This is an optimization exercise on Yosys and OpenROAD, whose aim is small area and a short achievable clock period, not a production implementation.
At most, simulation tests tie the RTL to the original design; equivalence was not proved.
No activity file was given, so power comes from the tool's default toggle rates.

rev 12:
==> flow/design.v (excerpt) <==
module calculator(
    input logic CLK100MHZ,
    input logic RST,      
    input logic [15:0] SW,
    input logic BTNU,  
    input logic BTND,  
    input logic BTNL,  
    input logic BTNR,  
    input logic BTNC,  
    output logic [7:0] AN,       
    output logic [7:0] out       
    );
    localparam int CUT = 11;    
    localparam int NLO = 16 - CUT;
    logic [2:0]  cnt5;        
    logic [19:0] refresh;     
    logic [2:0]  hist;        
    logic [1:0]  state;       
    logic [3:0]  op;          
    logic [15:0] a_mag;       
    logic        a_neg;
    logic [30:0] r_mag;       
    logic        r_neg;       
    logic        r_div;       
    assign r_div = ~(r_mag[30] | r_mag[29]);
    localparam logic [1:0] IDLE = 2'd0, OPB = 2'd1, RES = 2'd2;
    genvar gi;
    logic [2:0] cnt5_next;
    clock_divider u_cnt (.cnt(cnt5), .cnt_next(cnt5_next));
    logic tick, any_op, press, a_load, calc;
    assign tick   = cnt5[2] & ~refresh[1] & refresh[0];    
    assign any_op = BTNU | BTND | BTNL | BTNR;
    assign press  = tick & ~hist[2] & hist[1];
    assign a_load = press & (state == IDLE) & any_op;
    assign calc   = press & (state == OPB) & BTNC;
    logic [19:0] refresh_next;
  ...
Size: roughly 81 flip-flops, roughly 39 I/O pins, about 21000 µm² of cells after synthesis.
Settings: LEC_CHECK=0, CAP_MARGIN=20, CORE_MARGIN=2, CORE_UTILIZATION=65, CTS_BUF_LIST=sky130_fd_sc_hd__clkbuf_8, PLACE_DENSITY=0.75, SLEW_MARGIN=20, SYNTH_HIERARCHICAL=1, SYNTH_MINIMUM_KEEP_SIZE=0; clock period 160.0 ns.
standard.sh (not shown) runs the stock make flow with config.mk's settings and CLKGATE_MAP_FILE= SYNTH_SCRIPT=/design/flow/synth_recipe.tcl, a recipe that flattens the netlist after the stock synthesis.
==> flow/flow/run.sh <==
#!/bin/bash
set -euo pipefail
W=$(pwd)
export BUFFER_PORTS_ARGS="-buffer_cell sky130_fd_sc_hd__buf_2"
export CTS_ARGS="-sink_clustering_enable -repair_clock_nets -buf_list sky130_fd_sc_hd__clkbuf_8 -dont_use_dummy_load"
bash "$W/standard.sh" > "$W/standard_flow.log" 2>&1
Rev 12 did not stop at any stage, and its layout met the timing, DRC and antenna checks.
The inputs of rev 13 differ from those of rev 12 as listed below.
==> flow/flow/run.sh <==
#!/bin/bash
set -euo pipefail
W=$(pwd)
export BUFFER_PORTS_ARGS="-buffer_cell sky130_fd_sc_hd__buf_2"
export CTS_ARGS="-sink_clustering_enable -repair_clock_nets -buf_list sky130_fd_sc_hd__clkbuf_8 -dont_use_dummy_load -sink_clustering_size 20"
bash "$W/standard.sh" > "$W/standard_flow.log" 2>&1
[summary]
- Re die area: no difference whatsoever between rev 12 and rev 13.
- As far as global route total overflow is concerned, rev 12 and rev 13 perform about the same.
- Diff rev 13..rev 12 | fraction of area in non-clock buffers | unchanged
- Delta (rev 13 minus rev 12): synthesized instance count closely matched the old numbers, number of cells in the finished layout apart from fillers closely matched the old numbers, clock network power share closely matched the old numbers, number of sequential cells in the layout closely matched the old numbers.
- The area used by sequential logic in the layout was comparable across rev 13 and rev 12.
- On final hold violation count, rev 13 and rev 12 are basically level.


Another version of the RTL of calculator (not shown whole).
Size: roughly 81 flip-flops, roughly 21000 µm² of cells after synthesis.
Settings: LEC_CHECK=0, CAP_MARGIN=20, CORE_MARGIN=2, CORE_UTILIZATION=65, CTS_BUF_LIST=sky130_fd_sc_hd__clkbuf_8 sky130_fd_sc_hd__clkbuf_16, PLACE_DENSITY=0.75, SLEW_MARGIN=20, SYNTH_HIERARCHICAL=1, SYNTH_MINIMUM_KEEP_SIZE=0; clock period 160.0 ns.
==> flow/flow/run.sh <==
#!/bin/bash
# Layout flow: the standard flow (standard.sh, standard synthesis
# included), with one change made through ORFS's own setting for it: the
# buffers placed on the input and output ports are sky130_fd_sc_hd__buf_2
# cells. The tools' output goes to standard_flow.log in the folder the flow
# runs in (ORFS also keeps each step's log under orfs/logs).
set -euo pipefail
W=$(pwd)
export BUFFER_PORTS_ARGS="-buffer_cell sky130_fd_sc_hd__buf_2"
bash "$W/standard.sh" > "$W/standard_flow.log" 2>&1
The first run ran to the end with no violations.
==> next run, changes <==
--- a/flow/config.mk
+++ b/flow/config.mk
@@ -10,3 +10,3 @@
 export CORE_UTILIZATION = 65
-export CTS_BUF_LIST = sky130_fd_sc_hd__clkbuf_8 sky130_fd_sc_hd__clkbuf_16
+export CTS_BUF_LIST = sky130_fd_sc_hd__clkbuf_8
 export PLACE_DENSITY = 0.75
Result: Cell area decreases by 0.45%. First-iteration DRC count came out higher by 0.44%. Setup slack is better by 37 ps. Total power goes down by 1.1%. Global-route usage shrinks by 0.23 points. Final cell count does not change. Flip-flop and latch count stays the same. Core utilization came out lower by 0.31 points. Non-clock buffer count is unchanged. Fmax barely changes. Worst hold slack gains 3.1 ps.
No functional check of the RTL was part of any run of this note.


calculator, a different RTL version from the one above (not shown whole).
For scale: ~81 flip-flops, ~39 I/O pins.
Settings: LEC_CHECK=0, CAP_MARGIN=20, CORE_MARGIN=2, CORE_UTILIZATION=65, CTS_BUF_LIST=sky130_fd_sc_hd__clkbuf_8, PLACE_DENSITY=0.75, SLEW_MARGIN=20, SYNTH_HIERARCHICAL=1, SYNTH_MINIMUM_KEEP_SIZE=0; clock period 160.0 ns.
==> flow/flow/run.sh <==
#!/bin/bash
# Layout flow: the standard flow (standard.sh, standard synthesis
# included), with two changes made through ORFS's own hooks:
#  - the port buffers are sky130_fd_sc_hd__buf_2 cells;
#  - just before detailed placement, a timing repair that only resizes gates
#    (no buffers, no cloning) works on the paths with less than SETUP_TARGET
#    ns of setup slack; detailed placement then legalizes as usual.
# Each tool's output goes to a log file in the folder the flow runs in.
set -euo pipefail
W=$(pwd)
export BUFFER_PORTS_ARGS="-buffer_cell sky130_fd_sc_hd__buf_2"
export PRE_DETAIL_PLACE_TCL="$W/flow/pre_detail_place.tcl"
export SETUP_TARGET="${SETUP_TARGET:-87}"
bash "$W/standard.sh" > "$W/standard_flow.log" 2>&1
==> flow/flow/pre_detail_place.tcl <==
# Sourced by ORFS's detail_place.tcl after it loads 3_4_place_resized.odb:
# size up gates on the paths with less than SETUP_TARGET ns of setup slack.
source $::env(PLATFORM_DIR)/setRC.tcl
set_dont_use $::env(DONT_USE_CELLS)
estimate_parasitics -placement
puts "own flow: worst setup slack before sizing [worst_slack -max]"
repair_timing -setup -setup_margin $::env(SETUP_TARGET) -skip_buffering \
  -skip_gate_cloning -skip_buffer_removal
puts "own flow: worst setup slack after sizing [worst_slack -max]"
Then changed:
==> flow/run.sh (new file) <==
#!/bin/bash
# synth_recipe.tcl (not shown) runs the flow's synth.tcl, then flattens the netlist and writes it again
# the make line also repeats each setting of config.mk as NAME=value (left out here)
make -C /OpenROAD-flow-scripts/flow DESIGN_CONFIG=/design/flow/config.mk WORK_HOME=/design/flow/orfs CLKGATE_MAP_FILE= SYNTH_SCRIPT=/design/flow/synth_recipe.tcl finish
--- a/flow/config.mk
+++ b/flow/config.mk
@@ -7,3 +7,3 @@
 export LEC_CHECK = 0
-export CAP_MARGIN = 20
+export CAP_MARGIN = 0
 export CORE_MARGIN = 2
@@ -11,4 +11,5 @@
 export CTS_BUF_LIST = sky130_fd_sc_hd__clkbuf_8
+export GPL_TIMING_DRIVEN = 0
 export PLACE_DENSITY = 0.75
-export SLEW_MARGIN = 20
+export SLEW_MARGIN = 0
 export SYNTH_HIERARCHICAL = 1
removed: flow/flow/run.sh
removed: flow/flow/pre_detail_place.tcl
removed: flow/standard.sh
Result: The changed run produced a clean layout. Setup slack degrades by 1500 ps. Routed wire length rose by 1.1%. Final cell count rose by 0.82%. Global-route usage rose by 0.38 points.
Then changed:
--- a/flow/config.mk
+++ b/flow/config.mk
@@ -7,9 +7,8 @@
 export LEC_CHECK = 0
-export CAP_MARGIN = 0
+export CAP_MARGIN = 20
 export CORE_MARGIN = 2
-export CORE_UTILIZATION = 65
+export CORE_UTILIZATION = 80
 export CTS_BUF_LIST = sky130_fd_sc_hd__clkbuf_8
-export GPL_TIMING_DRIVEN = 0
-export PLACE_DENSITY = 0.75
-export SLEW_MARGIN = 0
+export PLACE_DENSITY = 0.88
+export SLEW_MARGIN = 20
 export SYNTH_HIERARCHICAL = 1
Worst setup slack improved by 47 ps.
Critical path depth increases by 2.
Sequential share of layout area increases by 0.15 points.
Cell count decreases by 4.5%.
Fmax stays flat.
Die area decreases by 18%.
Synthesized cell count does not change.
Synthesized area is unchanged.
Then changed:
==> flow/flow/run.sh (new file) <==
#!/bin/bash
# Layout flow: the standard flow (standard.sh, standard synthesis
# included), with two changes made through ORFS's own hooks:
#  - the port buffers are sky130_fd_sc_hd__buf_2 cells;
#  - just before detailed placement, a timing repair that only resizes gates
#    (no buffers, no cloning) works on the paths with less than SETUP_TARGET
#    ns of setup slack; detailed placement then legalizes as usual.
# Each tool's output goes to a log file in the folder the flow runs in.
set -euo pipefail
W=$(pwd)
export BUFFER_PORTS_ARGS="-buffer_cell sky130_fd_sc_hd__buf_2"
export PRE_DETAIL_PLACE_TCL="$W/flow/pre_detail_place.tcl"
export SETUP_TARGET="${SETUP_TARGET:-89}"
bash "$W/standard.sh" > "$W/standard_flow.log" 2>&1
==> flow/flow/pre_detail_place.tcl (new file) <==
# Sourced by ORFS's detail_place.tcl after it loads 3_4_place_resized.odb:
# size up gates on the paths with less than SETUP_TARGET ns of setup slack.
source $::env(PLATFORM_DIR)/setRC.tcl
set_dont_use $::env(DONT_USE_CELLS)
estimate_parasitics -placement
puts "own flow: worst setup slack before sizing [worst_slack -max]"
repair_timing -setup -setup_margin $::env(SETUP_TARGET) -skip_buffering \
  -skip_gate_cloning -skip_buffer_removal
puts "own flow: worst setup slack after sizing [worst_slack -max]"
==> flow/standard.sh (new file) <==
#!/bin/bash
# synth_recipe.tcl (not shown) runs the flow's synth.tcl, then flattens the netlist and writes it again
# the make line also repeats each setting of config.mk as NAME=value (left out here)
make -C /OpenROAD-flow-scripts/flow DESIGN_CONFIG=/design/flow/config.mk WORK_HOME=/design/flow/orfs CLKGATE_MAP_FILE= SYNTH_SCRIPT=/design/flow/synth_recipe.tcl "${@:-finish}"
--- a/flow/config.mk
+++ b/flow/config.mk
@@ -9,5 +9,5 @@
 export CORE_MARGIN = 2
-export CORE_UTILIZATION = 80
+export CORE_UTILIZATION = 65
 export CTS_BUF_LIST = sky130_fd_sc_hd__clkbuf_8
-export PLACE_DENSITY = 0.88
+export PLACE_DENSITY = 0.75
 export SLEW_MARGIN = 20
removed: flow/run.sh
The new run produced a clean layout.
Final area rises by 0.40%.
Sequential power is about the same.
Setup slack improves by 1400 ps.
Routed wire length falls by 11%.
Power falls by about 2.5%.
Die area rises by 22%.

## static timing again, ports no longer ideal
No port has a modelled driver above. Below, the same layouts with a new extraction and two added sets of constraints.
Step 1, drivers: a clkbuf_16 drives CLK100MHZ and a buf_2 each remaining input, both assumed.
Step 2, shift: input delay + t, output delay - t, t = (earliest + latest rising clock arrival at the registers) / 2. This alone moves slack from input paths to output paths.
Three values: no drivers, after step 1, after step 2; two values: the first two.
| run | t (ns) | slack for setup (ns) | clock arrival spread, ns |
|---|---|---|---|
| rev 12 | 0.394 | 86.876 / 86.855 / 86.855 | 0.049 / 0.048 |
| rev 13 | 0.394 | 86.876 / 86.855 / 86.855 | 0.049 / 0.048 |
| the first run of note 2 | 0.430 | 86.172 / 86.153 / 86.153 | 0.011 / 0.012 |
| the second run of note 2 | 0.464 | 86.208 / 86.190 / 86.190 | 0.026 / 0.026 |
| the first run of note 3 | 0.451 | 86.264 / 86.233 / 86.233 | 0.024 / 0.025 |
| the second run of note 3 | 0.454 | 84.794 / 84.772 / 84.772 | 0.018 / 0.018 |
| the third run of note 3 | 0.442 | 84.841 / 84.819 / 84.819 | 0.017 / 0.017 |
| the fourth run of note 3 | 0.453 | 86.264 / 86.233 / 86.233 | 0.023 / 0.023 |
After both steps every run listed still meets setup and hold.
